Background: an optimization exercise with open tools, aiming at small area and a short achievable clock period. Do not read the settings as production practice. Function was checked by simulation only, so behaviour that the tests miss may differ from the original. Power and IR drop assume default switching activity.

Setup of v36:
// SingleCPU
module SingleCPU(
Addr_in,
clk,
rst,
instr_i,
Addr_o,
wb_we,
wb_addr,
wb_data);
==> module SEL4, before the edit <==
module SEL4(sel, d, q);
input [3:0] sel, d;
output q;
wire t, u;
AOI222 u0(.a1(sel[0]), .a2(d[0]), .b1(sel[1]), .b2(d[1]), .c1(sel[2]), .c2(d[2]), .y(t));
assign u = ~(sel[3] & d[3]);
assign q = ~(t & u);
endmodule
==> module SingleCPU, before the edit <==
module SingleCPU(
Addr_in,
clk,
rst,
instr_i,
Addr_o,
wb_we,
wb_addr,
wb_data);
input [31:0]Addr_in;
input clk;
input rst;
input [31:0]instr_i;
output [31:0]Addr_o;
output wb_we;
output [4:0]wb_addr;
output [31:0]wb_data;
Adder Adder1(.data1(Addr_in), .data_o(Addr_o));
reg [5:0] op;
reg [25:0] fld;
always @(posedge clk) begin
  op <= rst ? 6'd0 : instr_i[31:26];
  fld <= instr_i[25:0];
end
wire [4:0] rs = fld[25:21];
wire [4:0] rt = fld[20:16];
wire [4:0] rd = fld[15:11];
wire [5:0] funct = fld[5:0];
wire [31:0] imm = {{16{fld[15]}}, fld[15:0]};
wire rtype = (op == 6'd20);
wire addi  = (op == 6'd39);
wire subi  = (op == 6'd40);
wire addrd = (op == 6'd25) | (op == 6'd26);
wire ld    = (op == 6'd42);
wire st    = (op == 6'd41);
wire we    = rtype | addi | subi | addrd | ld;
wire [4:0] dest = (rtype | addrd) ? rd : rt;
wire f_add = (funct == 6'd9);
wire f_sub = (funct == 6'd18);
wire f_and = (funct == 6'd27);
wire f_or  = (funct == 6'd36);
wire [31:0] rq [0:31];
wire [31:0] ssel, tsel;
genvar g;
genvar k;
generate for (g = 0; g < 32; g = g + 1) begin : dec
  assign ssel[g] = (rs == g);
  assign tsel[g] = (rt == g);
end endgenerate
wire [31:0] ra, rb;
generate for (g = 0; g < 32; g = g + 1) begin : rport
  RDBIT ua(.sel(ssel), .d(rq[g]), .q(ra[g]));
  RDBIT ub(.sel(tsel), .d(rq[g]), .q(rb[g]));
end endgenerate
reg x_we, x_ld, x_st, x_sub, x_and, x_or, x_zero;
reg [4:0] x_dest;
reg [31:0] a, y;
reg [6:0] ma;
always @(posedge clk) begin
  x_we <= ~rst & we;
  x_st <= ~rst & st;
  x_ld <= ld;
  x_sub <= subi | (rtype & f_sub);
  x_and <= rtype & f_and;
  x_or <= rtype & f_or;
  x_zero <= rtype & ~f_add & ~f_sub & ~f_and & ~f_or;
  x_dest <= dest;
  a <= ra;
  y <= (rtype | st) ? rb : imm;
  ma <= ra[6:0] + fld[6:0];
end
wire [31:0] sum = a + (x_sub ? ~y : y) + {31'd0, x_sub};
wire [1:0] off = ma[1:0];
wire [4:0] row = ma[6:2];
wire [31:0] dr;
generate for (g = 0; g < 32; g = g + 1) begin : mdec
  assign dr[g] = (row == g);
end endgenerate
wire [31:0] drp = {dr[30:0], dr[31]};
wire [31:0] s0 = (off != 2'd0) ? drp : dr;
wire [31:0] s1 = off[1] ? drp : dr;
wire [31:0] s2 = (off == 2'd3) ? drp : dr;
wire [31:0] s3 = dr;
wire [31:0] mq [0:31];
wire [7:0] q0, q1, q2, q3;
generate for (g = 0; g < 8; g = g + 1) begin : mport
  RDBIT u0(.sel(s0), .d(mq[g]), .q(q0[g]));
  RDBIT u1(.sel(s1), .d(mq[8+g]), .q(q1[g]));
  RDBIT u2(.sel(s2), .d(mq[16+g]), .q(q2[g]));
  RDBIT u3(.sel(s3), .d(mq[24+g]), .q(q3[g]));
end endgenerate
wire [3:0] oh = {off == 2'd3, off == 2'd2, off == 2'd1, off == 2'd0};
wire [7:0] yb [0:3];
assign yb[0] = y[31:24]; assign yb[1] = y[23:16]; assign yb[2] = y[15:8]; assign yb[3] = y[7:0];
wire [7:0] qb [0:3];
assign qb[0] = q0; assign qb[1] = q1; assign qb[2] = q2; assign qb[3] = q3;
wire [7:0] mb [0:3];
wire [7:0] db [0:3];
genvar i;
generate for (i = 0; i < 4; i = i + 1) begin : rot
  for (k = 0; k < 8; k = k + 1) begin : b
    SEL4 ur(.sel(oh), .d({qb[(i+3)%4][k], qb[(i+2)%4][k], qb[(i+1)%4][k], qb[i][k]}), .q(mb[i][k]));
    SEL4 uw(.sel(oh), .d({yb[(i+1)%4][k], yb[(i+2)%4][k], yb[(i+3)%4][k], yb[i][k]}), .q(db[i][k]));
  end
end endgenerate
wire [31:0] mword = {mb[0], mb[1], mb[2], mb[3]};
wire [7:0] d0 = db[0], d1 = db[1], d2 = db[2], d3 = db[3];
generate for (g = 0; g < 32; g = g + 1) begin : mrow
  reg [7:0] b0, b1, b2, b3;
  always @(posedge clk) begin
    if (rst | (x_st & s0[g])) b0 <= rst ? 8'd0 : d0;
    if (rst | (x_st & s1[g])) b1 <= rst ? 8'd0 : d1;
    if (rst | (x_st & s2[g])) b2 <= rst ? 8'd0 : d2;
    if (rst | (x_st & s3[g])) b3 <= rst ? 8'd0 : d3;
  end
end endgenerate
generate for (k = 0; k < 8; k = k + 1) begin : mbits
  for (g = 0; g < 32; g = g + 1) begin : r
    assign mq[k][g] = mrow[g].b0[k];
    assign mq[8+k][g] = mrow[g].b1[k];
    assign mq[16+k][g] = mrow[g].b2[k];
    assign mq[24+k][g] = mrow[g].b3[k];
  end
end endgenerate
reg [31:0] alu;
always @(*) begin
  if (x_and) alu = a & y;
  else if (x_or) alu = a | y;
  else if (x_zero) alu = 32'd0;
  else alu = sum;
end
wire [31:0] res = x_ld ? mword : alu;
reg s2_we, s3_we;
reg [4:0] s2_a, s3_a;
reg [31:0] s2_d, s3_d;
always @(posedge clk) begin
  s2_we <= ~rst & x_we;
  s3_we <= ~rst & s2_we;
  s2_a <= x_dest; s3_a <= s2_a;
  s2_d <= res;  s3_d <= s2_d;
end
function [31:0] rinit(input [4:0] n);
  case (n)
  0: rinit = 0;    1: rinit = 75;   2: rinit = 543;  3: rinit = 74;
  4: rinit = 57;   5: rinit = 29;   6: rinit = 77;   7: rinit = 83;
  8: rinit = 117;  9: rinit = 82;   10: rinit = 37;  11: rinit = 53;
  12: rinit = 43;  13: rinit = 107; 14: rinit = 122; 15: rinit = 305;
  16: rinit = 123; 17: rinit = 171; 18: rinit = 307; 19: rinit = 24;
  20: rinit = 32;  21: rinit = 75;  22: rinit = 369; 23: rinit = 374;
  24: rinit = 75;  25: rinit = 75;  26: rinit = 74;  27: rinit = 369;
  28: rinit = 22;  29: rinit = 500; 30: rinit = 1000; default: rinit = 21;
  endcase
endfunction
generate for (g = 0; g < 32; g = g + 1) begin : rf
  reg [31:0] q;
  always @(posedge clk)
    if (rst | (s2_we & (s2_a == g))) q <= rst ? rinit(g) : s2_d;
end endgenerate
generate for (k = 0; k < 32; k = k + 1) begin : rbits
  for (g = 0; g < 32; g = g + 1) begin : r
    assign rq[k][g] = rf[g].q[k];
  end
end endgenerate
assign wb_we = s3_we;
assign wb_addr = s3_a;
assign wb_data = s3_d;
endmodule
export LEC_CHECK = 0
export CAP_MARGIN = 10
export CELL_PAD_IN_SITES_DETAIL_PLACEMENT = 1
export CELL_PAD_IN_SITES_GLOBAL_PLACEMENT = 2
export CORE_MARGIN = 2
export CORE_UTILIZATION = 50
export CTS_CLUSTER_DIAMETER = 70
export CTS_CLUSTER_SIZE = 24
export SETUP_SLACK_MARGIN = 5.0
export SLEW_MARGIN = 10
export SYNTH_HIERARCHICAL = 1
create_clock -name core_clock -period 10.0 [get_ports {clk}]
run.sh (not shown) runs the stock make flow with config.mk's settings and CLKGATE_MAP_FILE= SYNTH_SCRIPT=/design/flow/synth_recipe.tcl, a recipe that flattens the netlist after the stock synthesis.
In summary, v36 completed successfully, with a layout that passed the timing, DRC and antenna checks.
Here is what was changed in the inputs of v20 compared with v36.
diff --git a/flow/design.v b/flow/design.v
--- a/flow/design.v
+++ b/flow/design.v
@@ -22,18 +22,10 @@
   AOI222 u(.a1(sel[3*j]), .a2(d[3*j]), .b1(sel[3*j+1]), .b2(d[3*j+1]),
            .c1(sel[3*j+2]), .c2(d[3*j+2]), .y(t[j]));
 end endgenerate
 AOI22 u10(.a1(sel[30]), .a2(d[30]), .b1(sel[31]), .b2(d[31]), .y(t[10]));
 assign q = ~&t;
-endmodule
-module SEL4(sel, d, q);
-input [3:0] sel, d;
-output q;
-wire t, u;
-AOI222 u0(.a1(sel[0]), .a2(d[0]), .b1(sel[1]), .b2(d[1]), .c1(sel[2]), .c2(d[2]), .y(t));
-assign u = ~(sel[3] & d[3]);
-assign q = ~(t & u);
 endmodule
 module SingleCPU(
 Addr_in,
 clk,
 rst,
@@ -75,11 +67,10 @@
 wire f_and = (funct == 6'd27);
 wire f_or  = (funct == 6'd36);
 wire [31:0] rq [0:31];
 wire [31:0] ssel, tsel;
 genvar g;
-genvar k;
 generate for (g = 0; g < 32; g = g + 1) begin : dec
   assign ssel[g] = (rs == g);
   assign tsel[g] = (rt == g);
 end endgenerate
 wire [31:0] ra, rb;
@@ -122,35 +113,38 @@
   RDBIT u0(.sel(s0), .d(mq[g]), .q(q0[g]));
   RDBIT u1(.sel(s1), .d(mq[8+g]), .q(q1[g]));
   RDBIT u2(.sel(s2), .d(mq[16+g]), .q(q2[g]));
   RDBIT u3(.sel(s3), .d(mq[24+g]), .q(q3[g]));
 end endgenerate
-wire [3:0] oh = {off == 2'd3, off == 2'd2, off == 2'd1, off == 2'd0};
-wire [7:0] yb [0:3];
-assign yb[0] = y[31:24]; assign yb[1] = y[23:16]; assign yb[2] = y[15:8]; assign yb[3] = y[7:0];
-wire [7:0] qb [0:3];
-assign qb[0] = q0; assign qb[1] = q1; assign qb[2] = q2; assign qb[3] = q3;
-wire [7:0] mb [0:3];
-wire [7:0] db [0:3];
-genvar i;
-generate for (i = 0; i < 4; i = i + 1) begin : rot
-  for (k = 0; k < 8; k = k + 1) begin : b
-    SEL4 ur(.sel(oh), .d({qb[(i+3)%4][k], qb[(i+2)%4][k], qb[(i+1)%4][k], qb[i][k]}), .q(mb[i][k]));
-    SEL4 uw(.sel(oh), .d({yb[(i+1)%4][k], yb[(i+2)%4][k], yb[(i+3)%4][k], yb[i][k]}), .q(db[i][k]));
-  end
-end endgenerate
-wire [31:0] mword = {mb[0], mb[1], mb[2], mb[3]};
-wire [7:0] d0 = db[0], d1 = db[1], d2 = db[2], d3 = db[3];
+reg [31:0] mword;
+always @(*) begin
+  case (off)
+  2'd0: mword = {q0,q1,q2,q3};
+  2'd1: mword = {q1,q2,q3,q0};
+  2'd2: mword = {q2,q3,q0,q1};
+  default: mword = {q3,q0,q1,q2};
+  endcase
+end
+reg [7:0] d0,d1,d2,d3;
+always @(*) begin
+  case (off)
+  2'd0: {d0,d1,d2,d3} = y;
+  2'd1: {d1,d2,d3,d0} = y;
+  2'd2: {d2,d3,d0,d1} = y;
+  default: {d3,d0,d1,d2} = y;
+  endcase
+end
 generate for (g = 0; g < 32; g = g + 1) begin : mrow
   reg [7:0] b0, b1, b2, b3;
   always @(posedge clk) begin
     if (rst | (x_st & s0[g])) b0 <= rst ? 8'd0 : d0;
     if (rst | (x_st & s1[g])) b1 <= rst ? 8'd0 : d1;
     if (rst | (x_st & s2[g])) b2 <= rst ? 8'd0 : d2;
     if (rst | (x_st & s3[g])) b3 <= rst ? 8'd0 : d3;
   end
 end endgenerate
+genvar k;
 generate for (k = 0; k < 8; k = k + 1) begin : mbits
   for (g = 0; g < 32; g = g + 1) begin : r
     assign mq[k][g] = mrow[g].b0[k];
     assign mq[8+k][g] = mrow[g].b1[k];
     assign mq[16+k][g] = mrow[g].b2[k];
v20 | status: complete | timing, DRC, antenna: pass
Both conditions hold for v36: the flow ran to the end and the final layout passed the timing, DRC and antenna checks.
Summary of v20 over v36: power in combinational cells decreased by about 10% relative to the old numbers, wire length of the first global-routing pass picked up an extra 1.8%, count of buffers not belonging to the clock network in the layout decreased by 30 relative to the old numbers, placed standard-cell area roughly the same.
Worst setup slack: v20 vs v36 down 0.0060 ns
Compared with v36, in v20 cell area after layout neither gained nor lost much, final sequential cell count neither gained nor lost much, parity-gate share of the synthesized area counting xor and xnor cells neither gained nor lost much.
Number of DRC markers in iteration 0 in v20 vs v36: up about 9%
Diff v20 and v36: via count higher in v20
Part of the cycle the worst path needs: v20 vs v36, no meaningful difference

## re-timing with driven ports
Ports are ideal in the flow. The routed layouts listed here were re-timed in OpenROAD.
Step 1 sets driving cells, clkbuf_16 on the clock port and buf_2 on the other inputs (assumed; they add their load-dependent delay and slew).
Step 2 times the ports against the registers' clock, not the clock port: input delays grow and output delays shrink by t, the midpoint of the rising clock arrivals with the driver on.
Slacks: no drivers / after step 1 / after step 2; pairs: no drivers / after step 1.
| run | t, ns | setup WS [ns] | worst setup path at the end | latest minus earliest clock arrival (ns) |
|---|---|---|---|---|
| v36 | 0.913 | 4.812 / 4.755 / 4.755 | input to output | 0.044 / 0.044 |
| v20 | 0.922 | 4.806 / 4.750 / 4.750 | input to output | 0.044 / 0.044 |
After both steps every run listed still meets setup and hold. The setup slack of v36, which loses most, moves by -0.057 ns with the drivers and by -0.057 ns with both steps.
